Source: an optimization exercise on an open RTL-to-GDS flow (aim: small area and a short achievable clock period). Production flows keep margins and buffers that such runs may drop.
No functional check of the RTL was part of any run shown here.
Power figures rest on the tool's default switching activity, not on a simulated workload.

[run.sh]
#!/bin/bash
# synth_recipe.tcl (not shown) runs the flow's synth.tcl, then flattens the netlist and writes it again
# the make line also repeats each setting of config.mk as NAME=value (left out here)
make -C /OpenROAD-flow-scripts/flow DESIGN_CONFIG=/design/flow/config.mk WORK_HOME=/design/flow/orfs CLKGATE_MAP_FILE= SYNTH_SCRIPT=/design/flow/synth_recipe.tcl finish
[config.mk]
export PLATFORM = sky130hd
export DESIGN_NAME = matrix_dot_4x4
export DESIGN_NICKNAME = matrix_dot_4x4
export VERILOG_FILES = /design/flow/design.v
export SDC_FILE = /design/flow/constraint.sdc
export NUM_CORES = 4
export LEC_CHECK = 0
export CAP_MARGIN = 20
export CORE_MARGIN = 2
export CORE_UTILIZATION = 40
export SLEW_MARGIN = 20
export SYNTH_HIERARCHICAL = 1
[constraint.sdc]
create_clock -name core_clock -period 5.0 [get_ports {clk}]
set_input_delay 1.0000 -clock core_clock [delete_from_list [all_inputs] [get_ports {clk}]]
set_output_delay 1.0000 -clock core_clock [all_outputs]
set_load 0.01 [all_outputs]
[design.v]
module PE_fa (input x, input y, input z, output s, output c);
    assign s = x ^ y ^ z;
    assign c = (x & y) | (x & z) | (y & z);
endmodule
module PE_nha (input x, input y, output s, output c);
    assign s = ~(x ^ y);
    assign c = x | y;
endmodule
module PE_mul8 (
    input  [7:0]    a,
    input  [7:0]    t,
    input  [9:1]   t3,
    output [15:0]   p
);
    wire sa0_0 = a[0] & ~a[1];
    wire sb0_1 = ~a[0] & a[1];
    wire sc0_2 = a[0] & a[1];
    wire npp3 = ~((a[0] & t[0]));
    wire npp4 = ~((sa0_0 & t[1]) | (sb0_1 & t[0]) | (sc0_2 & t3[1]));
    wire npp5 = ~((sa0_0 & t[2]) | (sb0_1 & t[1]) | (sc0_2 & t3[2]));
    wire npp6 = ~((sa0_0 & t[3]) | (sb0_1 & t[2]) | (sc0_2 & t3[3]));
    wire npp7 = ~((sa0_0 & t[4]) | (sb0_1 & t[3]) | (sc0_2 & t3[4]));
    wire npp8 = ~((sa0_0 & t[5]) | (sb0_1 & t[4]) | (sc0_2 & t3[5]));
    wire npp9 = ~((sa0_0 & t[6]) | (sb0_1 & t[5]) | (sc0_2 & t3[6]));
    wire npp10 = ~((sa0_0 & t[7]) | (sb0_1 & t[6]) | (sc0_2 & t3[7]));
    wire npp11 = ~((sb0_1 & t[7]) | (sc0_2 & t3[8]));
    wire npp12 = ~((sc0_2 & t3[9]));
    wire sa1_13 = a[2] & ~a[3];
    wire sb1_14 = ~a[2] & a[3];
    wire sc1_15 = a[2] & a[3];
    wire npp16 = ~((a[2] & t[0]));
    wire npp17 = ~((sa1_13 & t[1]) | (sb1_14 & t[0]) | (sc1_15 & t3[1]));
    wire npp18 = ~((sa1_13 & t[2]) | (sb1_14 & t[1]) | (sc1_15 & t3[2]));
    wire npp19 = ~((sa1_13 & t[3]) | (sb1_14 & t[2]) | (sc1_15 & t3[3]));
    wire npp20 = ~((sa1_13 & t[4]) | (sb1_14 & t[3]) | (sc1_15 & t3[4]));
    wire npp21 = ~((sa1_13 & t[5]) | (sb1_14 & t[4]) | (sc1_15 & t3[5]));
    wire npp22 = ~((sa1_13 & t[6]) | (sb1_14 & t[5]) | (sc1_15 & t3[6]));
    wire npp23 = ~((sa1_13 & t[7]) | (sb1_14 & t[6]) | (sc1_15 & t3[7]));
    wire npp24 = ~((sb1_14 & t[7]) | (sc1_15 & t3[8]));
    wire npp25 = ~((sc1_15 & t3[9]));
    wire sa2_26 = a[4] & ~a[5];
    wire sb2_27 = ~a[4] & a[5];
    wire sc2_28 = a[4] & a[5];
    wire npp29 = ~((a[4] & t[0]));
    wire npp30 = ~((sa2_26 & t[1]) | (sb2_27 & t[0]) | (sc2_28 & t3[1]));
    wire npp31 = ~((sa2_26 & t[2]) | (sb2_27 & t[1]) | (sc2_28 & t3[2]));
    wire npp32 = ~((sa2_26 & t[3]) | (sb2_27 & t[2]) | (sc2_28 & t3[3]));
    wire npp33 = ~((sa2_26 & t[4]) | (sb2_27 & t[3]) | (sc2_28 & t3[4]));
    wire npp34 = ~((sa2_26 & t[5]) | (sb2_27 & t[4]) | (sc2_28 & t3[5]));
    wire npp35 = ~((sa2_26 & t[6]) | (sb2_27 & t[5]) | (sc2_28 & t3[6]));
    wire npp36 = ~((sa2_26 & t[7]) | (sb2_27 & t[6]) | (sc2_28 & t3[7]));
    wire npp37 = ~((sb2_27 & t[7]) | (sc2_28 & t3[8]));
    wire npp38 = ~((sc2_28 & t3[9]));
    wire sa3_39 = a[6] & ~a[7];
    wire sb3_40 = ~a[6] & a[7];
    wire sc3_41 = a[6] & a[7];
    wire npp42 = ~((a[6] & t[0]));
    wire npp43 = ~((sa3_39 & t[1]) | (sb3_40 & t[0]) | (sc3_41 & t3[1]));
    wire npp44 = ~((sa3_39 & t[2]) | (sb3_40 & t[1]) | (sc3_41 & t3[2]));
    wire npp45 = ~((sa3_39 & t[3]) | (sb3_40 & t[2]) | (sc3_41 & t3[3]));
    wire npp46 = ~((sa3_39 & t[4]) | (sb3_40 & t[3]) | (sc3_41 & t3[4]));
    wire npp47 = ~((sa3_39 & t[5]) | (sb3_40 & t[4]) | (sc3_41 & t3[5]));
    wire npp48 = ~((sa3_39 & t[6]) | (sb3_40 & t[5]) | (sc3_41 & t3[6]));
    wire npp49 = ~((sa3_39 & t[7]) | (sb3_40 & t[6]) | (sc3_41 & t3[7]));
    wire npp50 = ~((sb3_40 & t[7]) | (sc3_41 & t3[8]));
    wire npp51 = ~((sc3_41 & t3[9]));
    wire s52, c52;
    PE_nha us52 (.x(npp9), .y(npp20), .s(s52), .c(c52));
    wire s53, c53;
    PE_fa us53 (.x(npp10), .y(npp21), .z(npp32), .s(s53), .c(c53));
    wire s54, c54;
    PE_fa us54 (.x(npp11), .y(npp22), .z(npp33), .s(s54), .c(c54));
    wire s55, c55;
    PE_fa us55 (.x(npp12), .y(npp23), .z(npp34), .s(s55), .c(c55));
    wire s56, c56;
    PE_nha us56 (.x(npp24), .y(npp35), .s(s56), .c(c56));
    wire s57, c57;
    PE_nha us57 (.x(npp25), .y(npp36), .s(s57), .c(c57));
    wire s58, c58;
    PE_nha us58 (.x(npp7), .y(npp18), .s(s58), .c(c58));
    wire s59, c59;
    PE_fa us59 (.x(npp8), .y(npp19), .z(npp30), .s(s59), .c(c59));
    wire s60, c60;
    PE_fa us60 (.x(npp31), .y(npp42), .z(s52), .s(s60), .c(c60));
    wire s61, c61;
    PE_fa us61 (.x(npp43), .y(c52), .z(s53), .s(s61), .c(c61));
    wire s62, c62;
    PE_fa us62 (.x(npp44), .y(c53), .z(s54), .s(s62), .c(c62));
    wire s63, c63;
    PE_fa us63 (.x(npp45), .y(c54), .z(s55), .s(s63), .c(c63));
    wire s64, c64;
    PE_fa us64 (.x(npp46), .y(c55), .z(s56), .s(s64), .c(c64));
    wire s65, c65;
    PE_fa us65 (.x(npp47), .y(c56), .z(s57), .s(s65), .c(c65));
    wire s66, c66;
    PE_fa us66 (.x(npp37), .y(npp48), .z(c57), .s(s66), .c(c66));
    wire s67, c67;
    PE_nha us67 (.x(npp38), .y(npp49), .s(s67), .c(c67));
    wire [15:0] nr0 = {npp51, npp50, c66, c65, c64, c63, c62, c61, c60, c59, c58, npp29, npp6, npp5, npp4, npp3};
    wire [15:0] nr1 = {1'b1, c67, s67, s66, s65, s64, s63, s62, s61, s60, s59, s58, npp17, npp16, 1'b1, 1'b1};
    assign p = ~nr0 + ~nr1;
endmodule
module PE_mul9 (
    input  [7:0]    a,
    input  [8:0]    t,
    input  [10:1]   t3,
    output [16:0]   p
);
    wire sa0_0 = a[0] & ~a[1];
    wire sb0_1 = ~a[0] & a[1];
    wire sc0_2 = a[0] & a[1];
    wire npp3 = ~((a[0] & t[0]));
    wire npp4 = ~((sa0_0 & t[1]) | (sb0_1 & t[0]) | (sc0_2 & t3[1]));
    wire npp5 = ~((sa0_0 & t[2]) | (sb0_1 & t[1]) | (sc0_2 & t3[2]));
    wire npp6 = ~((sa0_0 & t[3]) | (sb0_1 & t[2]) | (sc0_2 & t3[3]));
    wire npp7 = ~((sa0_0 & t[4]) | (sb0_1 & t[3]) | (sc0_2 & t3[4]));
    wire npp8 = ~((sa0_0 & t[5]) | (sb0_1 & t[4]) | (sc0_2 & t3[5]));
    wire npp9 = ~((sa0_0 & t[6]) | (sb0_1 & t[5]) | (sc0_2 & t3[6]));
    wire npp10 = ~((sa0_0 & t[7]) | (sb0_1 & t[6]) | (sc0_2 & t3[7]));
    wire npp11 = ~((sa0_0 & t[8]) | (sb0_1 & t[7]) | (sc0_2 & t3[8]));
    wire npp12 = ~((sb0_1 & t[8]) | (sc0_2 & t3[9]));
    wire npp13 = ~((sc0_2 & t3[10]));
    wire sa1_14 = a[2] & ~a[3];
    wire sb1_15 = ~a[2] & a[3];
    wire sc1_16 = a[2] & a[3];
    wire npp17 = ~((a[2] & t[0]));
    wire npp18 = ~((sa1_14 & t[1]) | (sb1_15 & t[0]) | (sc1_16 & t3[1]));
    wire npp19 = ~((sa1_14 & t[2]) | (sb1_15 & t[1]) | (sc1_16 & t3[2]));
    wire npp20 = ~((sa1_14 & t[3]) | (sb1_15 & t[2]) | (sc1_16 & t3[3]));
    wire npp21 = ~((sa1_14 & t[4]) | (sb1_15 & t[3]) | (sc1_16 & t3[4]));
    wire npp22 = ~((sa1_14 & t[5]) | (sb1_15 & t[4]) | (sc1_16 & t3[5]));
    wire npp23 = ~((sa1_14 & t[6]) | (sb1_15 & t[5]) | (sc1_16 & t3[6]));
    wire npp24 = ~((sa1_14 & t[7]) | (sb1_15 & t[6]) | (sc1_16 & t3[7]));
    wire npp25 = ~((sa1_14 & t[8]) | (sb1_15 & t[7]) | (sc1_16 & t3[8]));
    wire npp26 = ~((sb1_15 & t[8]) | (sc1_16 & t3[9]));
    wire npp27 = ~((sc1_16 & t3[10]));
    wire sa2_28 = a[4] & ~a[5];
    wire sb2_29 = ~a[4] & a[5];
    wire sc2_30 = a[4] & a[5];
    wire npp31 = ~((a[4] & t[0]));
    wire npp32 = ~((sa2_28 & t[1]) | (sb2_29 & t[0]) | (sc2_30 & t3[1]));
    wire npp33 = ~((sa2_28 & t[2]) | (sb2_29 & t[1]) | (sc2_30 & t3[2]));
    wire npp34 = ~((sa2_28 & t[3]) | (sb2_29 & t[2]) | (sc2_30 & t3[3]));
    wire npp35 = ~((sa2_28 & t[4]) | (sb2_29 & t[3]) | (sc2_30 & t3[4]));
    wire npp36 = ~((sa2_28 & t[5]) | (sb2_29 & t[4]) | (sc2_30 & t3[5]));
    wire npp37 = ~((sa2_28 & t[6]) | (sb2_29 & t[5]) | (sc2_30 & t3[6]));
    wire npp38 = ~((sa2_28 & t[7]) | (sb2_29 & t[6]) | (sc2_30 & t3[7]));
    wire npp39 = ~((sa2_28 & t[8]) | (sb2_29 & t[7]) | (sc2_30 & t3[8]));
    wire npp40 = ~((sb2_29 & t[8]) | (sc2_30 & t3[9]));
    wire npp41 = ~((sc2_30 & t3[10]));
    wire sa3_42 = a[6] & ~a[7];
    wire sb3_43 = ~a[6] & a[7];
    wire sc3_44 = a[6] & a[7];
    wire npp45 = ~((a[6] & t[0]));
    wire npp46 = ~((sa3_42 & t[1]) | (sb3_43 & t[0]) | (sc3_44 & t3[1]));
    wire npp47 = ~((sa3_42 & t[2]) | (sb3_43 & t[1]) | (sc3_44 & t3[2]));
    wire npp48 = ~((sa3_42 & t[3]) | (sb3_43 & t[2]) | (sc3_44 & t3[3]));
    wire npp49 = ~((sa3_42 & t[4]) | (sb3_43 & t[3]) | (sc3_44 & t3[4]));
    wire npp50 = ~((sa3_42 & t[5]) | (sb3_43 & t[4]) | (sc3_44 & t3[5]));
    wire npp51 = ~((sa3_42 & t[6]) | (sb3_43 & t[5]) | (sc3_44 & t3[6]));
    wire npp52 = ~((sa3_42 & t[7]) | (sb3_43 & t[6]) | (sc3_44 & t3[7]));
    wire npp53 = ~((sa3_42 & t[8]) | (sb3_43 & t[7]) | (sc3_44 & t3[8]));
    wire npp54 = ~((sb3_43 & t[8]) | (sc3_44 & t3[9]));
    wire npp55 = ~((sc3_44 & t3[10]));
    wire s56, c56;
    PE_nha us56 (.x(npp9), .y(npp21), .s(s56), .c(c56));
    wire s57, c57;
    PE_fa us57 (.x(npp10), .y(npp22), .z(npp34), .s(s57), .c(c57));
    wire s58, c58;
    PE_fa us58 (.x(npp11), .y(npp23), .z(npp35), .s(s58), .c(c58));
    wire s59, c59;
    PE_fa us59 (.x(npp12), .y(npp24), .z(npp36), .s(s59), .c(c59));
    wire s60, c60;
    PE_fa us60 (.x(npp13), .y(npp25), .z(npp37), .s(s60), .c(c60));
    wire s61, c61;
    PE_nha us61 (.x(npp26), .y(npp38), .s(s61), .c(c61));
    wire s62, c62;
    PE_nha us62 (.x(npp27), .y(npp39), .s(s62), .c(c62));
    wire s63, c63;
    PE_nha us63 (.x(npp7), .y(npp19), .s(s63), .c(c63));
    wire s64, c64;
    PE_fa us64 (.x(npp8), .y(npp20), .z(npp32), .s(s64), .c(c64));
    wire s65, c65;
    PE_fa us65 (.x(npp33), .y(npp45), .z(s56), .s(s65), .c(c65));
    wire s66, c66;
    PE_fa us66 (.x(npp46), .y(c56), .z(s57), .s(s66), .c(c66));
    wire s67, c67;
    PE_fa us67 (.x(npp47), .y(c57), .z(s58), .s(s67), .c(c67));
    wire s68, c68;
    PE_fa us68 (.x(npp48), .y(c58), .z(s59), .s(s68), .c(c68));
    wire s69, c69;
    PE_fa us69 (.x(npp49), .y(c59), .z(s60), .s(s69), .c(c69));
    wire s70, c70;
    PE_fa us70 (.x(npp50), .y(c60), .z(s61), .s(s70), .c(c70));
    wire s71, c71;
    PE_fa us71 (.x(npp51), .y(c61), .z(s62), .s(s71), .c(c71));
    wire s72, c72;
    PE_fa us72 (.x(npp40), .y(npp52), .z(c62), .s(s72), .c(c72));
    wire s73, c73;
    PE_nha us73 (.x(npp41), .y(npp53), .s(s73), .c(c73));
    wire [16:0] nr0 = {npp55, npp54, c72, c71, c70, c69, c68, c67, c66, c65, c64, c63, npp31, npp6, npp5, npp4, npp3};
    wire [16:0] nr1 = {1'b1, c73, s73, s72, s71, s70, s69, s68, s67, s66, s65, s64, s63, npp18, npp17, 1'b1, 1'b1};
    assign p = ~nr0 + ~nr1;
endmodule
module PE_mul10 (
    input  [7:0]    a,
    input  [9:0]    t,
    input  [11:1]   t3,
    output [17:0]   p
);
    wire sa0_0 = a[0] & ~a[1];
    wire sb0_1 = ~a[0] & a[1];
    wire sc0_2 = a[0] & a[1];
    wire npp3 = ~((a[0] & t[0]));
    wire npp4 = ~((sa0_0 & t[1]) | (sb0_1 & t[0]) | (sc0_2 & t3[1]));
    wire npp5 = ~((sa0_0 & t[2]) | (sb0_1 & t[1]) | (sc0_2 & t3[2]));
    wire npp6 = ~((sa0_0 & t[3]) | (sb0_1 & t[2]) | (sc0_2 & t3[3]));
    wire npp7 = ~((sa0_0 & t[4]) | (sb0_1 & t[3]) | (sc0_2 & t3[4]));
    wire npp8 = ~((sa0_0 & t[5]) | (sb0_1 & t[4]) | (sc0_2 & t3[5]));
    wire npp9 = ~((sa0_0 & t[6]) | (sb0_1 & t[5]) | (sc0_2 & t3[6]));
    wire npp10 = ~((sa0_0 & t[7]) | (sb0_1 & t[6]) | (sc0_2 & t3[7]));
    wire npp11 = ~((sa0_0 & t[8]) | (sb0_1 & t[7]) | (sc0_2 & t3[8]));
    wire npp12 = ~((sa0_0 & t[9]) | (sb0_1 & t[8]) | (sc0_2 & t3[9]));
    wire npp13 = ~((sb0_1 & t[9]) | (sc0_2 & t3[10]));
    wire npp14 = ~((sc0_2 & t3[11]));
    wire sa1_15 = a[2] & ~a[3];
    wire sb1_16 = ~a[2] & a[3];
    wire sc1_17 = a[2] & a[3];
    wire npp18 = ~((a[2] & t[0]));
    wire npp19 = ~((sa1_15 & t[1]) | (sb1_16 & t[0]) | (sc1_17 & t3[1]));
    wire npp20 = ~((sa1_15 & t[2]) | (sb1_16 & t[1]) | (sc1_17 & t3[2]));
    wire npp21 = ~((sa1_15 & t[3]) | (sb1_16 & t[2]) | (sc1_17 & t3[3]));
    wire npp22 = ~((sa1_15 & t[4]) | (sb1_16 & t[3]) | (sc1_17 & t3[4]));
    wire npp23 = ~((sa1_15 & t[5]) | (sb1_16 & t[4]) | (sc1_17 & t3[5]));
    wire npp24 = ~((sa1_15 & t[6]) | (sb1_16 & t[5]) | (sc1_17 & t3[6]));
    wire npp25 = ~((sa1_15 & t[7]) | (sb1_16 & t[6]) | (sc1_17 & t3[7]));
    wire npp26 = ~((sa1_15 & t[8]) | (sb1_16 & t[7]) | (sc1_17 & t3[8]));
    wire npp27 = ~((sa1_15 & t[9]) | (sb1_16 & t[8]) | (sc1_17 & t3[9]));
    wire npp28 = ~((sb1_16 & t[9]) | (sc1_17 & t3[10]));
    wire npp29 = ~((sc1_17 & t3[11]));
    wire sa2_30 = a[4] & ~a[5];
    wire sb2_31 = ~a[4] & a[5];
    wire sc2_32 = a[4] & a[5];
    wire npp33 = ~((a[4] & t[0]));
    wire npp34 = ~((sa2_30 & t[1]) | (sb2_31 & t[0]) | (sc2_32 & t3[1]));
    wire npp35 = ~((sa2_30 & t[2]) | (sb2_31 & t[1]) | (sc2_32 & t3[2]));
    wire npp36 = ~((sa2_30 & t[3]) | (sb2_31 & t[2]) | (sc2_32 & t3[3]));
    wire npp37 = ~((sa2_30 & t[4]) | (sb2_31 & t[3]) | (sc2_32 & t3[4]));
    wire npp38 = ~((sa2_30 & t[5]) | (sb2_31 & t[4]) | (sc2_32 & t3[5]));
    wire npp39 = ~((sa2_30 & t[6]) | (sb2_31 & t[5]) | (sc2_32 & t3[6]));
    wire npp40 = ~((sa2_30 & t[7]) | (sb2_31 & t[6]) | (sc2_32 & t3[7]));
    wire npp41 = ~((sa2_30 & t[8]) | (sb2_31 & t[7]) | (sc2_32 & t3[8]));
    wire npp42 = ~((sa2_30 & t[9]) | (sb2_31 & t[8]) | (sc2_32 & t3[9]));
    wire npp43 = ~((sb2_31 & t[9]) | (sc2_32 & t3[10]));
    wire npp44 = ~((sc2_32 & t3[11]));
    wire sa3_45 = a[6] & ~a[7];
    wire sb3_46 = ~a[6] & a[7];
    wire sc3_47 = a[6] & a[7];
    wire npp48 = ~((a[6] & t[0]));
    wire npp49 = ~((sa3_45 & t[1]) | (sb3_46 & t[0]) | (sc3_47 & t3[1]));
    wire npp50 = ~((sa3_45 & t[2]) | (sb3_46 & t[1]) | (sc3_47 & t3[2]));
    wire npp51 = ~((sa3_45 & t[3]) | (sb3_46 & t[2]) | (sc3_47 & t3[3]));
    wire npp52 = ~((sa3_45 & t[4]) | (sb3_46 & t[3]) | (sc3_47 & t3[4]));
    wire npp53 = ~((sa3_45 & t[5]) | (sb3_46 & t[4]) | (sc3_47 & t3[5]));
    wire npp54 = ~((sa3_45 & t[6]) | (sb3_46 & t[5]) | (sc3_47 & t3[6]));
    wire npp55 = ~((sa3_45 & t[7]) | (sb3_46 & t[6]) | (sc3_47 & t3[7]));
    wire npp56 = ~((sa3_45 & t[8]) | (sb3_46 & t[7]) | (sc3_47 & t3[8]));
    wire npp57 = ~((sa3_45 & t[9]) | (sb3_46 & t[8]) | (sc3_47 & t3[9]));
    wire npp58 = ~((sb3_46 & t[9]) | (sc3_47 & t3[10]));
    wire npp59 = ~((sc3_47 & t3[11]));
    wire s60, c60;
    PE_nha us60 (.x(npp9), .y(npp22), .s(s60), .c(c60));
    wire s61, c61;
    PE_fa us61 (.x(npp10), .y(npp23), .z(npp36), .s(s61), .c(c61));
    wire s62, c62;
    PE_fa us62 (.x(npp11), .y(npp24), .z(npp37), .s(s62), .c(c62));
    wire s63, c63;
    PE_fa us63 (.x(npp12), .y(npp25), .z(npp38), .s(s63), .c(c63));
    wire s64, c64;
    PE_fa us64 (.x(npp13), .y(npp26), .z(npp39), .s(s64), .c(c64));
    wire s65, c65;
    PE_fa us65 (.x(npp14), .y(npp27), .z(npp40), .s(s65), .c(c65));
    wire s66, c66;
    PE_nha us66 (.x(npp28), .y(npp41), .s(s66), .c(c66));
    wire s67, c67;
    PE_nha us67 (.x(npp29), .y(npp42), .s(s67), .c(c67));
    wire s68, c68;
    PE_nha us68 (.x(npp7), .y(npp20), .s(s68), .c(c68));
    wire s69, c69;
    PE_fa us69 (.x(npp8), .y(npp21), .z(npp34), .s(s69), .c(c69));
    wire s70, c70;
    PE_fa us70 (.x(npp35), .y(npp48), .z(s60), .s(s70), .c(c70));
    wire s71, c71;
    PE_fa us71 (.x(npp49), .y(c60), .z(s61), .s(s71), .c(c71));
    wire s72, c72;
    PE_fa us72 (.x(npp50), .y(c61), .z(s62), .s(s72), .c(c72));
    wire s73, c73;
    PE_fa us73 (.x(npp51), .y(c62), .z(s63), .s(s73), .c(c73));
    wire s74, c74;
    PE_fa us74 (.x(npp52), .y(c63), .z(s64), .s(s74), .c(c74));
    wire s75, c75;
    PE_fa us75 (.x(npp53), .y(c64), .z(s65), .s(s75), .c(c75));
    wire s76, c76;
    PE_fa us76 (.x(npp54), .y(c65), .z(s66), .s(s76), .c(c76));
    wire s77, c77;
    PE_fa us77 (.x(npp55), .y(c66), .z(s67), .s(s77), .c(c77));
    wire s78, c78;
    PE_fa us78 (.x(npp43), .y(npp56), .z(c67), .s(s78), .c(c78));
    wire s79, c79;
    PE_nha us79 (.x(npp44), .y(npp57), .s(s79), .c(c79));
    wire [17:0] nr0 = {npp59, npp58, c78, c77, c76, c75, c74, c73, c72, c71, c70, c69, c68, npp33, npp6, npp5, npp4, npp3};
    wire [17:0] nr1 = {1'b1, c79, s79, s78, s77, s76, s75, s74, s73, s72, s71, s70, s69, s68, npp19, npp18, 1'b1, 1'b1};
    assign p = ~nr0 + ~nr1;
endmodule
module matrix_dot_4x4 (
    input clk,
    input reset,
    input [7:0] A_in_0, A_in_1, A_in_2, A_in_3,
    input [7:0] B_in_0, B_in_1, B_in_2, B_in_3,
    output [31:0] C_out_00, C_out_01, C_out_02, C_out_03,
    output [31:0] C_out_10, C_out_11, C_out_12, C_out_13,
    output [31:0] C_out_20, C_out_21, C_out_22, C_out_23,
    output [31:0] C_out_30, C_out_31, C_out_32, C_out_33
);
    reg [7:0] a0_0;
    reg [7:0] a0_1;
    reg [7:0] a0_2;
    reg [7:0] a0_3;
    reg [7:0] a1_0;
    reg [7:0] a1_1;
    reg [7:0] a1_2;
    reg [7:0] a1_3;
    reg [7:0] a2_0;
    reg [7:0] a2_1;
    reg [7:0] a2_2;
    reg [7:0] a2_3;
    reg [7:0] a3_0;
    reg [7:0] a3_1;
    reg [7:0] a3_2;
    reg [7:0] a3_3;
    reg [7:0] t0_0;
    reg [7:0] t0_1;
    reg [7:0] t0_2;
    reg [7:0] t0_3;
    reg [8:0] t1_0;
    reg [8:0] t1_1;
    reg [8:0] t1_2;
    reg [8:0] t1_3;
    reg [9:0] t2_0;
    reg [9:0] t2_1;
    reg [9:0] t2_2;
    reg [9:0] t2_3;
    reg [9:0] t3_0;
    reg [9:0] t3_1;
    reg [9:0] t3_2;
    reg [9:0] t3_3;
    reg [9:1] x0_0;
    reg [9:1] x0_1;
    reg [9:1] x0_2;
    reg [9:1] x0_3;
    reg [10:1] x1_0;
    reg [10:1] x1_1;
    reg [10:1] x1_2;
    reg [10:1] x1_3;
    reg [11:1] x2_0;
    reg [11:1] x2_1;
    reg [11:1] x2_2;
    reg [11:1] x2_3;
    reg [11:1] x3_0;
    reg [11:1] x3_1;
    reg [11:1] x3_2;
    reg [11:1] x3_3;
    wire [7:0] tn0 = B_in_0;
    wire [8:0] tn1 = t0_0 + B_in_1;
    wire [9:0] tn2 = t1_0 + B_in_2;
    wire [9:0] tn3 = t2_0 + B_in_3;
    wire [9:0] xn0 = tn0 + {tn0, 1'b0};
    wire [10:0] xn1 = tn1 + {tn1, 1'b0};
    wire [11:0] xn2 = tn2 + {tn2, 1'b0};
    wire [11:0] xn3 = tn3 + {tn3, 1'b0};
    always @(posedge clk) begin
        a0_0 <= A_in_0;
        a0_1 <= a0_0;
        a0_2 <= a0_1;
        a0_3 <= a0_2;
        a1_0 <= A_in_1;
        a1_1 <= a1_0;
        a1_2 <= a1_1;
        a1_3 <= a1_2;
        a2_0 <= A_in_2;
        a2_1 <= a2_0;
        a2_2 <= a2_1;
        a2_3 <= a2_2;
        a3_0 <= A_in_3;
        a3_1 <= a3_0;
        a3_2 <= a3_1;
        a3_3 <= a3_2;
        t0_0 <= tn0;
        x0_0 <= xn0[9:1];
        t1_0 <= tn1;
        x1_0 <= xn1[10:1];
        t2_0 <= tn2;
        x2_0 <= xn2[11:1];
        t3_0 <= tn3;
        x3_0 <= xn3[11:1];
        t0_1 <= t0_0;
        x0_1 <= x0_0;
        t0_2 <= t0_1;
        x0_2 <= x0_1;
        t0_3 <= t0_2;
        x0_3 <= x0_2;
        t1_1 <= t1_0;
        x1_1 <= x1_0;
        t1_2 <= t1_1;
        x1_2 <= x1_1;
        t1_3 <= t1_2;
        x1_3 <= x1_2;
        t2_1 <= t2_0;
        x2_1 <= x2_0;
        t2_2 <= t2_1;
        x2_2 <= x2_1;
        t2_3 <= t2_2;
        x2_3 <= x2_2;
        t3_1 <= t3_0;
        x3_1 <= x3_0;
        t3_2 <= t3_1;
        x3_2 <= x3_1;
        t3_3 <= t3_2;
        x3_3 <= x3_2;
    end
    wire [15:0] p00;
    reg  [15:0] q00;
    PE_mul8 m00 (.a(a0_0), .t(t0_0), .t3(x0_0), .p(p00));
    wire [16:0] p01;
    reg  [16:0] q01;
    PE_mul9 m01 (.a(a0_1), .t(t1_0), .t3(x1_0), .p(p01));
    wire [17:0] p02;
    reg  [17:0] q02;
    PE_mul10 m02 (.a(a0_2), .t(t2_0), .t3(x2_0), .p(p02));
    wire [17:0] p03;
    reg  [17:0] q03;
    PE_mul10 m03 (.a(a0_3), .t(t3_0), .t3(x3_0), .p(p03));
    wire [15:0] p10;
    reg  [15:0] q10;
    PE_mul8 m10 (.a(a1_0), .t(t0_1), .t3(x0_1), .p(p10));
    wire [16:0] p11;
    reg  [16:0] q11;
    PE_mul9 m11 (.a(a1_1), .t(t1_1), .t3(x1_1), .p(p11));
    wire [17:0] p12;
    reg  [17:0] q12;
    PE_mul10 m12 (.a(a1_2), .t(t2_1), .t3(x2_1), .p(p12));
    wire [17:0] p13;
    reg  [17:0] q13;
    PE_mul10 m13 (.a(a1_3), .t(t3_1), .t3(x3_1), .p(p13));
    wire [15:0] p20;
    reg  [15:0] q20;
    PE_mul8 m20 (.a(a2_0), .t(t0_2), .t3(x0_2), .p(p20));
    wire [16:0] p21;
    reg  [16:0] q21;
    PE_mul9 m21 (.a(a2_1), .t(t1_2), .t3(x1_2), .p(p21));
    wire [17:0] p22;
    reg  [17:0] q22;
    PE_mul10 m22 (.a(a2_2), .t(t2_2), .t3(x2_2), .p(p22));
    wire [17:0] p23;
    reg  [17:0] q23;
    PE_mul10 m23 (.a(a2_3), .t(t3_2), .t3(x3_2), .p(p23));
    wire [15:0] p30;
    reg  [15:0] q30;
    PE_mul8 m30 (.a(a3_0), .t(t0_3), .t3(x0_3), .p(p30));
    wire [16:0] p31;
    reg  [16:0] q31;
    PE_mul9 m31 (.a(a3_1), .t(t1_3), .t3(x1_3), .p(p31));
    wire [17:0] p32;
    reg  [17:0] q32;
    PE_mul10 m32 (.a(a3_2), .t(t2_3), .t3(x2_3), .p(p32));
    wire [17:0] p33;
    reg  [17:0] q33;
    PE_mul10 m33 (.a(a3_3), .t(t3_3), .t3(x3_3), .p(p33));
    always @(posedge clk) begin
        q00 <= p00;
        q01 <= p01;
        q02 <= p02;
        q03 <= p03;
        q10 <= p10;
        q11 <= p11;
        q12 <= p12;
        q13 <= p13;
        q20 <= p20;
        q21 <= p21;
        q22 <= p22;
        q23 <= p23;
        q30 <= p30;
        q31 <= p31;
        q32 <= p32;
        q33 <= p33;
    end
    assign C_out_00 = {16'd0, q00};
    assign C_out_01 = {15'd0, q01};
    assign C_out_02 = {14'd0, q02};
    assign C_out_03 = {14'd0, q03};
    assign C_out_10 = {16'd0, q10};
    assign C_out_11 = {15'd0, q11};
    assign C_out_12 = {14'd0, q12};
    assign C_out_13 = {14'd0, q13};
    assign C_out_20 = {16'd0, q20};
    assign C_out_21 = {15'd0, q21};
    assign C_out_22 = {14'd0, q22};
    assign C_out_23 = {14'd0, q23};
    assign C_out_30 = {16'd0, q30};
    assign C_out_31 = {15'd0, q31};
    assign C_out_32 = {14'd0, q32};
    assign C_out_33 = {14'd0, q33};
endmodule
==> notes.md, run 1 <==
Worst-path clk slew 0.06 ns; hold_ws 0.411 ns; Horiz. Die Dim approximately 360 um; Chip Height 361 um; Longest Clk Path Bufs 3; count of final hold-check violations 0; sequential share of the synthesized area 0.281; routed len/inst 17.7 um; Startpoint Class flip-flop; Layout area overhead 14.2%; worst skew pair latency 0.69 ns; vias in the first global route just under 40000; fin util 0.459; R2R Setup Slk roughly 0.93 ns; TritonCTS Buffers 85; Sequential Power Share 0.252; final worst path period share 0.814; CTS tree done; highest clock rate 246 MHz; Antenna Nets Post-Route 0; Psw between 15 and 20 mW; combinational share of power 0.592; gr ovfl total 0; flops & latches, synth 716; hold path depth 0; Crit Path Class flip-flop to flip-flop; Worst VDD drop 0.416 mV; Total Wirelength 134 mm; core box area approximately 130000 sq um; Setup-failing EPs final 0; hold wc startpoint x3_1[2]; end of the worst hold path x3_2[2]; commonest cells after routing, fill and taps aside inv_1, dfxtp_1, mux2_2; Cell Pwr Density about 730 nW/um^2; H-tree Lvls 3; Die ar. 130000 sq um; largest net degree at the start of global routing 23; share of layout cells above drive strength 1 0.147; RSZ-0062 raised after global routing no; initial antenna violation count 1; number of diodes 0; Setup crit start a0_2[2]; RR Startpoint a0_2[2]; status no timing/DRC/antenna violations; first-pass GRT wire length 213 mm; # hold bufs at CTS 0; IO Port Bufs 340; Avg Inst Size Synth 9.14 sq um; Detailed Route Iter0 Violations about 2600; Setup TNS 0 ns; synth top area cells dfxtp_1, mux2_2, fa_1; most common cell after layout, fill and taps aside inv_1; worst-margin pin slew 0.824 ns; synth warn 7; FP Rows 131; Via Count 39500; switching share of power 0.437; gr usage total 0.201; r2r worst-path depth 12; Main synth FF type dfxtp_1; HPWL after DPL 102 mm; crit path DAT roughly 4.6 ns; mapped cell area 51000 sq um; postcts setup bufs 0; Pre-antenna DRT Iters 6; post-route minimum period 4.07 ns; Sink Count approximately 700; Via density 5.21; Max transition margin 0.450; Synth top area share 0.281; Syn Inst Count 5584; PostCTS Resize Cnt 0; GP Congestion 0.882; number of synthesized flops with an enable pin 0; worst hold path class flip-flop to flip-flop; Int Pwr around 24 mW; R2R Path End q02[15]; Clock Skew 0.0427 ns; asr flop ratio synth 0; total design power 42.7 mW; MaxCap Viol Count 0; count of cell types in the netlist 73; fin. max-slew vios 0; DR DRC count 0; Root Buffer clkbuf_16; Worst Path Required 5.56 ns; Final nets 6526; Initial Utilization 0.402; Worst Setup End Kind flip-flop; CP Max Fanout 14; Synth area leader dfxtp_1; leakage power 27.5 nW; clock power share 0.157; I/O pin total 578
layout make-up:
cell class,count,area [sq um]
Clock buffer,107,2350
Clock inverter,50,719
Fill cell,12100,68700
Inverter,785,2950
Multi-Input combinational cell,3862,32000
Sequential cell,716,14300
Tap cell,1662,2080
Timing Repair Buffer,402,3880
worst max-delay path by stage:
| stage | end | slack [ns] | cells past startpoint |
|---|---|---|---|
| after floorplan | x2_0[11] | 1.39 | 13 |
| after global placement | x3_0[10] | 0.74 | 12 |
| after detailed placement | x3_0[10] | 0.70 | 12 |
| after CTS | q02[15] | 0.95 | 12 |
| after global routing | q23[14] | 0.69 | 11 |
| final | q02[15] | 0.93 | 12 |
through the flow:
step	worst slack [ns]	cell area, sq um	std cells
after floorplan	1.39	51900	5819
after global placement	0.742	55200	7427
after detailed placement	0.704	55200	7427
after CTS	0.946	58300	7584
after global routing	0.692	58300	7584
final	0.930	58300	7584
critical path, cell delays in order (launching register included):
cell and delay (ns):
dfxtp_1 0.31, buf_4 0.22, nor2b_1 0.63, a22oi_1 0.23, fa_1 0.55, fa_1 0.53, inv_1 0.06, ha_1 0.34
nand2_1 0.10, nor3_2 0.30, o21ai_1 0.14, and4bb_1 0.20, a311o_1 0.32
state kept, by name (all words and copies together), names as in the netlist, 18 cells and up:
signal  count
q02        18
q03        18
q12        18
q13        18
q22        18
q23        18
q32        18
q33        18
per-module statistics from Yosys, one instance, submodules excluded:
module / cells / flip-flops and latches / times used
PE_nha: 5 / 0 / 80
PE_mul9: 227 / 0 / 4
matrix_dot_4x4: 1260 / 716 / 1
PE_fa: 1 / 0 / 216
PE_mul10: 251 / 0 / 8
PE_mul8: 198 / 0 / 4
cells in the mapped netlist, drive strengths merged, types with 18 or more instances:
cell / n
a22o: 64
o22ai: 18
a21oi: 351
nor2b: 82
and2: 48
inv: 785
o211ai: 35
xnor2: 160
o21a: 20
a211oi: 31
nand2b: 20
nor3: 63
nor2: 249
ha: 369
a31oi: 21
nand2: 307
a211o: 20
mux2: 576
fa: 239
nand3: 98
dfxtp: 716
a21o: 81
buf: 280
xor2: 51
clkbuf: 176
or2: 21
o21ai: 144
a22oi: 332
and3: 36
o21bai: 26
layer usage:
metal,vias to the layer above,GRT usage,share of wire
met5,-,0,0
met4,0,0.0720,0.034
met3,231,0.0348,0.049
met2,982,0.343,0.48
met1,19200,0.254,0.44
li1,19200,-,-
power by group through the flow:
stage | clock network, mW | registers (mW) | logic [mW]
finish | 6.69 | 10.8 | 25.3
global route | 7.13 | 11.0 | 28.6
CTS | 6.91 | 10.7 | 25.5
detailed placement | 0 | 10.8 | 25.3
global placement | 0 | 10.8 | 25.1
floorplan | 0 | 9.87 | 18.7
kinds of logic (layout without fill, tap and decap cells):
group / Yosys count / count (layout) / synth area share
buffers and inverters: 1241 / 1344 / 0.110
xor gates and xnor gates: 212 / 212 / 0.0371
other: 1 / 236 / 0.0000735
and+or+nand+nor: 988 / 988 / 0.0939
muxes: 592 / 592 / 0.130
adders and majority gates: 608 / 608 / 0.184
AOI/OAI and AO/OA: 1226 / 1226 / 0.164
DFF: 716 / 716 / 0.281
==> inputs of run 2 (changes only) <==
--- a/config.mk
+++ b/config.mk
@@ -9,4 +9,5 @@
 export CORE_MARGIN = 2
 export CORE_UTILIZATION = 40
+export SETUP_SLACK_MARGIN = 2.0
 export SLEW_MARGIN = 20
 export SYNTH_HIERARCHICAL = 1
==> notes.md, run 2 <==
status no timing/DRC/antenna violations; Main synth FF type dfxtp_1; Compound-Gate Fraction of Synth Area 0.164 (unchanged); Antenna Nets Post-Route 0 (unchanged); routed len/inst 18.6 um (+5.0%); Sink Count 716 (unchanged); Worst Path Required 5.56 ns (about the same); Longest Clk Path Bufs 3 (unchanged); number of synthesized flops with an enable pin 0 (unchanged); hold path depth 0 (unchanged); Crit Path Class flip-flop to flip-flop; CP cell instances buf_6 > mux2_4 > a22oi_2 > fa_1 > fa_1 > inv_2 > ha_4 > nand2_4 > o21ai_4 > o21ai_2 > and4bb_1 > a311o_1; # hold bufs at CTS 0 (unchanged); Filler cells 11100 (-8.4%); Setup TNS 0 ns (unchanged); gr usage total 0.217 (+0.0156); xor/xnor share of the synthesized area 0.0371 (unchanged); Die ar. 130000 sq um (unchanged); Worst VDD drop 0.630 mV (+51%); share of layout cells above drive strength 1 0.373 (+0.226); Pre-antenna DRT Iters 7 (+1); worst-margin pin slew 0.718 ns (-0.106 ns); Root Buffer clkbuf_16; placed insts 7390 (-0.50%); Detailed Route Iter0 Violations 2297 (-13%); Via density 5.25 (+0.70%); most used cell along the critical path fa_1; Clock Skew 0.0281 ns (-0.0147 ns); core box area 127000 sq um (unchanged); Chip Height 361 um (unchanged); HPWL after DPL 103 mm (+1.5%); register area 14700 sq um (+2.8%); Worst Setup End Kind flip-flop; commonest cells after routing, fill and taps aside inv_1, dfxtp_1, mux2_2; Horiz. Die Dim 361 um (unchanged); asr flop ratio synth 0 (unchanged); post-route minimum period 3.36 ns (-0.715 ns); Setup-failing EPs final 0 (unchanged); leakage power 31.0 nW (+13%); largest family of logic cells by synthesized area adder cells; Synth Area in Adders 0.184 (unchanged); FP Rows 131 (unchanged); IO Port Bufs 340 (unchanged); highest clock rate 298 MHz (+21%); count of final hold-check violations 0 (unchanged); worst hold path class flip-flop to flip-flop; r2r worst-path depth 12 (unchanged); I/O pin total 578 (unchanged); final worst path period share 0.671 (-0.143); crit path DAT 3.92 ns (-0.71 ns); Syn Inst Count 5584 (unchanged); Via Count 41900 (+5.9%); H-tree Lvls 3 (unchanged); RSZ-0062 raised after global routing yes; total design power 56.9 mW (+33%); initial antenna violation count 1 (unchanged); hold wc startpoint x3_1[10]; Synth area leader dfxtp_1; Slowest cell on crit path fa_1; vias in the first global route 41400 (+6.5%); fin util 0.539 (+0.0807); CTS tree done; DR DRC count 0 (unchanged); synth top area cells dfxtp_1, mux2_2, fa_1; Critical Path Max Stage Delay 0.55 ns (-0.08 ns); Synth top cells by count inv_1, dfxtp_1, mux2_2; Max transition margin 0.521 (+0.0711); most frequent cell after synthesis inv_1; Synth top area share 0.281 (unchanged); Simple-Gate Fraction of Synth Area 0.0939 (unchanged); TritonCTS Buffers 83 (-2.4%); most common cell after layout, fill and taps aside inv_1; placed instance area 57400 sq um (+4.0%); sequential share of the synthesized area 0.281 (unchanged); R2R Setup Slk 1.64 ns (+0.72 ns); Total Wirelength 148 mm (+10%); post-synthesis mux area share 0.130 (unchanged); flops & latches, synth 716 (unchanged); largest net degree at the start of global routing 23 (unchanged); Worst-path clk slew 0.06 ns (about the same); MaxCap Viol Count 0 (unchanged); Initial Utilization 0.402 (unchanged); Final nets 6924 (+6.1%); end of the worst hold path x3_2[10]; first-pass GRT wire length 229 mm (+7.4%); GP Congestion 0.877 (-0.59%); mapped cell area 51000 sq um (unchanged); worst skew pair latency 0.68 ns (about the same); fin. max-slew vios 0 (unchanged); Layout area overhead 34.3%; Startpoint Class flip-flop; R2R Path End q13[15]; RR Startpoint a1_3[0]; cell area after layout 68500 sq um (+18%); CP Max Fanout 7 (-7); Avg Inst Size Synth 9.14 sq um (unchanged); Multi-input gate area 38400 sq um (+20%); final cell count without fillers 7977 (+5.2%); count of cell types in the netlist 73 (unchanged); gr ovfl total 0 (unchanged); Cell Pwr Density 830 nW/um^2 (+13%); synth warn 7 (unchanged)
[run 2: worst max-delay path by stage]
stage / slack (ns) / start / endpoint
3_3_place_gp: 0.89 / B_in_2[0] / x2_0[11]
4_1_cts: 1.71 / a2_2[2] / q22[17]
3_5_place_dp: 0.84 / B_in_2[0] / x2_0[11]
5_1_grt: 1.54 / a1_3[0] / q13[15]
6_report: 1.64 / a1_3[0] / q13[15]
2_1_floorplan: 1.68 / B_in_2[0] / x2_0[11]
[run 2: critical path: cells and delay by family (launching register included)]
kind            cells  cell delay (ns)
fa+ha+maj           3             1.31
compound gates      4             0.79
flops               1             0.40
mux                 1             0.29
simple gates        2             0.27
buf+inv             2             0.16
[run 2: layer usage]
layer,up-vias,wire (um),GRT usage
met3,294,6770,0.0304
met4,0,4880,0.0792
met5,-,0,0
met2,1112,72400,0.371
met1,20500,64200,0.276
li1,20000,-,-
[run 2: cell families after synthesis]
family / after synthesis
multiplexers: 592
AO/OA/AOI/OAI: 1226
other: 1
AND/OR/NAND/NOR: 988
XOR/XNOR: 212
adder cells (fa/ha/maj): 608
buffers and inverters: 1241
flip-flops: 716
[run 2: area by class of cell]
cell class	instances	area share
clock buffer	111	0.0348
antenna	1	0.0000365
sequential	716	0.215
timing repair buffer	802	0.108
multi-input combinational	3862	0.561
tap	1662	0.0303
clock inverter	38	0.00822
inverter	785	0.0430
[run 2: per-module statistics from Yosys, one instance, submodules excluded]
module	cell area (sq um)	cells inside	flops+latches	copies in the design
PE_fa	20.0	1	0	216
PE_mul10	1730	251	0	8
PE_nha	27.5	5	0	80
PE_mul8	1450	198	0	4
matrix_dot_4x4	18500	1260	716	1
PE_mul9	1580	227	0	4
[run 2: where the power goes]
part | internal (mW) | switching, mW
Combinational | 20.1 | 19.3
Sequential | 8.09 | 2.81
Clock | 4.02 | 2.50
Total | 32.3 | 24.6
[run 2: timing repair]
item / in CTS / in global routing
pin swaps: 445 / 354
setup buffers: 313 / 124
gates resized for setup: 806 / 444
endpoints found under the setup margin: 180 / 166
[run 2: metrics by stage]
stage          setup slack, ns  hold WS, ns
3_5_place_dp             0.838        0.407
2_1_floorplan             1.68        0.329
6_report                  1.64        0.412
4_1_cts                   1.71        0.409
5_1_grt                   1.54        0.426
3_3_place_gp             0.888        0.406
==> inputs of run 3 (changes only) <==
--- a/config.mk
+++ b/config.mk
@@ -6,4 +6,5 @@
 export NUM_CORES = 4
 export LEC_CHECK = 0
+export ABC_CLOCK_PERIOD_IN_PS = 2500
 export CAP_MARGIN = 20
 export CORE_MARGIN = 2
==> notes.md, run 3 <==
IO Port Bufs 340 (unchanged); Syn Inst Count 5584 (unchanged); most common cell after layout, fill and taps aside inv_1; clock power share 0.115 (about the same); worst skew pair latency 0.68 ns (about the same); Filler cells 11100 (unchanged); Detailed Route Iter0 Violations 2297 (unchanged); core box area 127000 sq um (unchanged); mapped cell area 51000 sq um (unchanged); synth top area cells dfxtp_1, mux2_2, fa_1; most frequent cell after synthesis inv_1; I/O pin total 578 (unchanged); crit path DAT 3.92 ns (about the same); leakage power 31.0 nW (unchanged); final cell count without fillers 7977 (unchanged); Pre-antenna DRT Iters 7 (unchanged); Clock Skew 0.0281 ns (unchanged); Main synth FF type dfxtp_1; Initial Utilization 0.402 (unchanged); Worst Path Required 5.56 ns (about the same); Multi-input gate area 38400 sq um (unchanged); final worst path period share 0.671 (unchanged); RSZ-0062 raised after global routing yes; Psw 24.6 mW (unchanged); Chip Height 361 um (unchanged); sequential share of the synthesized area 0.281 (unchanged); # hold bufs at CTS 0 (unchanged); initial antenna violation count 1 (unchanged); asr flop ratio synth 0 (unchanged); placed insts 7390 (unchanged); Sequential Power Share 0.192 (about the same); Total Wirelength 148 mm (unchanged); Cell Pwr Density 830 nW/um^2 (unchanged); Longest Clk Path Bufs 3 (unchanged); fin. max-slew vios 0 (unchanged); GP Congestion 0.877 (unchanged); switching share of power 0.433 (unchanged); highest clock rate 298 MHz (unchanged); fin util 0.539 (unchanged); Setup TNS 0 ns (unchanged); MaxCap Viol Count 0 (unchanged); Via Count 41900 (unchanged); gr usage total 0.217 (unchanged); Synth top cells by count inv_1, dfxtp_1, mux2_2; Routed met1 length 64.2 mm (unchanged); CTS tree done; commonest cells after routing, fill and taps aside inv_1, dfxtp_1, mux2_2; met3 WL 6.77 mm (unchanged); placed instance area 57400 sq um (unchanged); Worst-path clk slew 0.06 ns (about the same); Final nets 6924 (unchanged); first-pass GRT wire length 229 mm (unchanged); Root Buffer clkbuf_16; Via density 5.25 (unchanged); Max Used Layer met4; Crit Path Class flip-flop to flip-flop; combinational share of power 0.694 (about the same); Worst Setup End Kind flip-flop; Setup-failing EPs final 0 (unchanged); flops & latches, synth 716 (unchanged); register area 14700 sq um (unchanged); Layout area overhead 34.3% (unchanged); share of layout cells above drive strength 1 0.373 (unchanged); Sink Count 716 (unchanged); status no timing/DRC/antenna violations; Worst VDD drop 0.630 mV (unchanged); Synth top area share 0.281 (unchanged); H-tree Lvls 3 (unchanged); Int Pwr 32.3 mW (unchanged); FP Rows 131 (unchanged); largest net degree at the start of global routing 23 (unchanged); post-route minimum period 3.36 ns (unchanged); Slowest cell on crit path fa_1; count of cell types in the netlist 73 (unchanged); number of synthesized flops with an enable pin 0 (unchanged); Max transition margin 0.521 (unchanged); routed len/inst 18.6 um (unchanged); synth warn 7 (unchanged); HPWL after DPL 103 mm (unchanged); vias in the first global route 41400 (unchanged); metal2 WL 72.4 mm (unchanged); CP Max Fanout 7 (unchanged); Critical Path Max Stage Delay 0.55 ns (about the same); Place WS 0.838 ns (unchanged); DR DRC count 0 (unchanged); most used cell along the critical path fa_1; worst hold path class flip-flop to flip-flop; cell area after layout 68500 sq um (unchanged); gr ovfl total 0 (unchanged); Synth area leader dfxtp_1; count of final hold-check violations 0 (unchanged); worst-margin pin slew 0.718 ns (unchanged); Avg Inst Size Synth 9.14 sq um (unchanged); CP cell instances buf_6 > mux2_4 > a22oi_2 > fa_1 > fa_1 > inv_2 > ha_4 > nand2_4 > o21ai_4 > o21ai_2 > and4bb_1 > a311o_1; Final WS setup 1.64 ns (unchanged); Horiz. Die Dim 361 um (unchanged); Startpoint Class flip-flop; TritonCTS Buffers 83 (unchanged); Die ar. 130000 sq um (unchanged); Antenna Nets Post-Route 0 (unchanged)
run 3: cell counts in the layout (fill, tap and decap cells not counted):
No cell type changed its count.
run 3: cell type report:
| type | count | area share |
|---|---|---|
| clock buffers | 111 | 0.0348 |
| repair buffers | 802 | 0.108 |
| well taps | 1662 | 0.0303 |
| multi-input cells | 3862 | 0.561 |
| diodes | 1 | 0.0000365 |
| clock inverters | 38 | 0.00822 |
| inverters | 785 | 0.0430 |
| flip-flops and latches | 716 | 0.215 |
run 3: power groups by stage:
stage                     logic (mW)  registers [mW]  clock network [mW]
after floorplan                 22.9            9.93                   0
after global placement          29.6            10.9                   0
after detailed placement        29.9            11.0                   0
after CTS                       35.2            10.8                6.70
after global routing            43.0            11.1                6.94
final                           39.5            10.9                6.52
run 3: critical path, delay by kind of cell, from the launching register on:
family	cells	cell delay, ns
buffers and inverters	2	0.16
adders and majority gates	3	1.31
AOI/OAI and AO/OA	4	0.79
DFF	1	0.40
muxes	1	0.29
and+or+nand+nor	2	0.27
run 3: path summary, 6_finish.rpt:
check,to,start,cells after the start,slack (ns)
setup / recovery,q13[15],a1_3[0],12,1.64
hold / removal,x3_2[10],x3_1[10],0,0.41
setup reg to reg,q13[15],a1_3[0],12,1.64
hold reg to reg,x3_2[10],x3_1[10],0,0.41
run 3: logic make-up after synthesis:
family          synth area share
buf+inv                    0.110
xor+xnor                  0.0371
mux                        0.130
fa+ha+maj                  0.184
other cells            0.0000735
simple gates              0.0939
flops                      0.281
compound gates             0.164
run 3: what timing repair did:
item                                    CTS  global route
pin swaps                               445           354
gates resized for setup                 806           444
setup buffers                           313           124
endpoints found under the setup margin  180           166
run 3: per-module statistics from Yosys, one instance, submodules excluded:
module / cells inside / cell area (sq um) / copies in the design
PE_nha: 5 / 27.5 / 80
PE_fa: 1 / 20.0 / 216
PE_mul8: 198 / 1450 / 4
PE_mul10: 251 / 1730 / 8
PE_mul9: 227 / 1580 / 4
matrix_dot_4x4: 1260 / 18500 / 1
run 3: through the flow:
stage	hold slack [ns]	power, mW
after global placement	0.406	40.5
after floorplan	0.329	32.9
after global routing	0.426	61.1
after CTS	0.409	52.8
final	0.412	56.9
after detailed placement	0.407	40.8
run 3: routing by layer:
metal,GRT usage,vias to the layer above
met3,0.0304,294
met5,0,-
met1,0.276,20500
li1,-,20000
met4,0.0792,0
met2,0.371,1112

==> port drivers added, routing unchanged <==
Ports are ideal in the flow. The routed layouts listed here were re-timed in OpenROAD.
Step 1, drivers: a clkbuf_16 drives clk and a buf_2 each remaining input, both assumed.
Step 2 times the ports against the registers' clock, not the clock port: input delays grow and output delays shrink by t, the midpoint of the rising clock arrivals with the driver on.
a / b / c = ideal ports / drivers / drivers and shift; a / b = the first two.
run | shift t [ns] | setup WS [ns] | worst register clock-pin slew, ns
run 1 | 0.744 | 0.930 / 0.930 / 0.676 | 0.06 / 0.06
run 2 | 0.746 | 1.645 / 1.645 / 1.328 | 0.07 / 0.07
run 3 | 0.746 | 1.645 / 1.645 / 1.328 | 0.07 / 0.07
After both steps setup and hold are still met in every run listed.
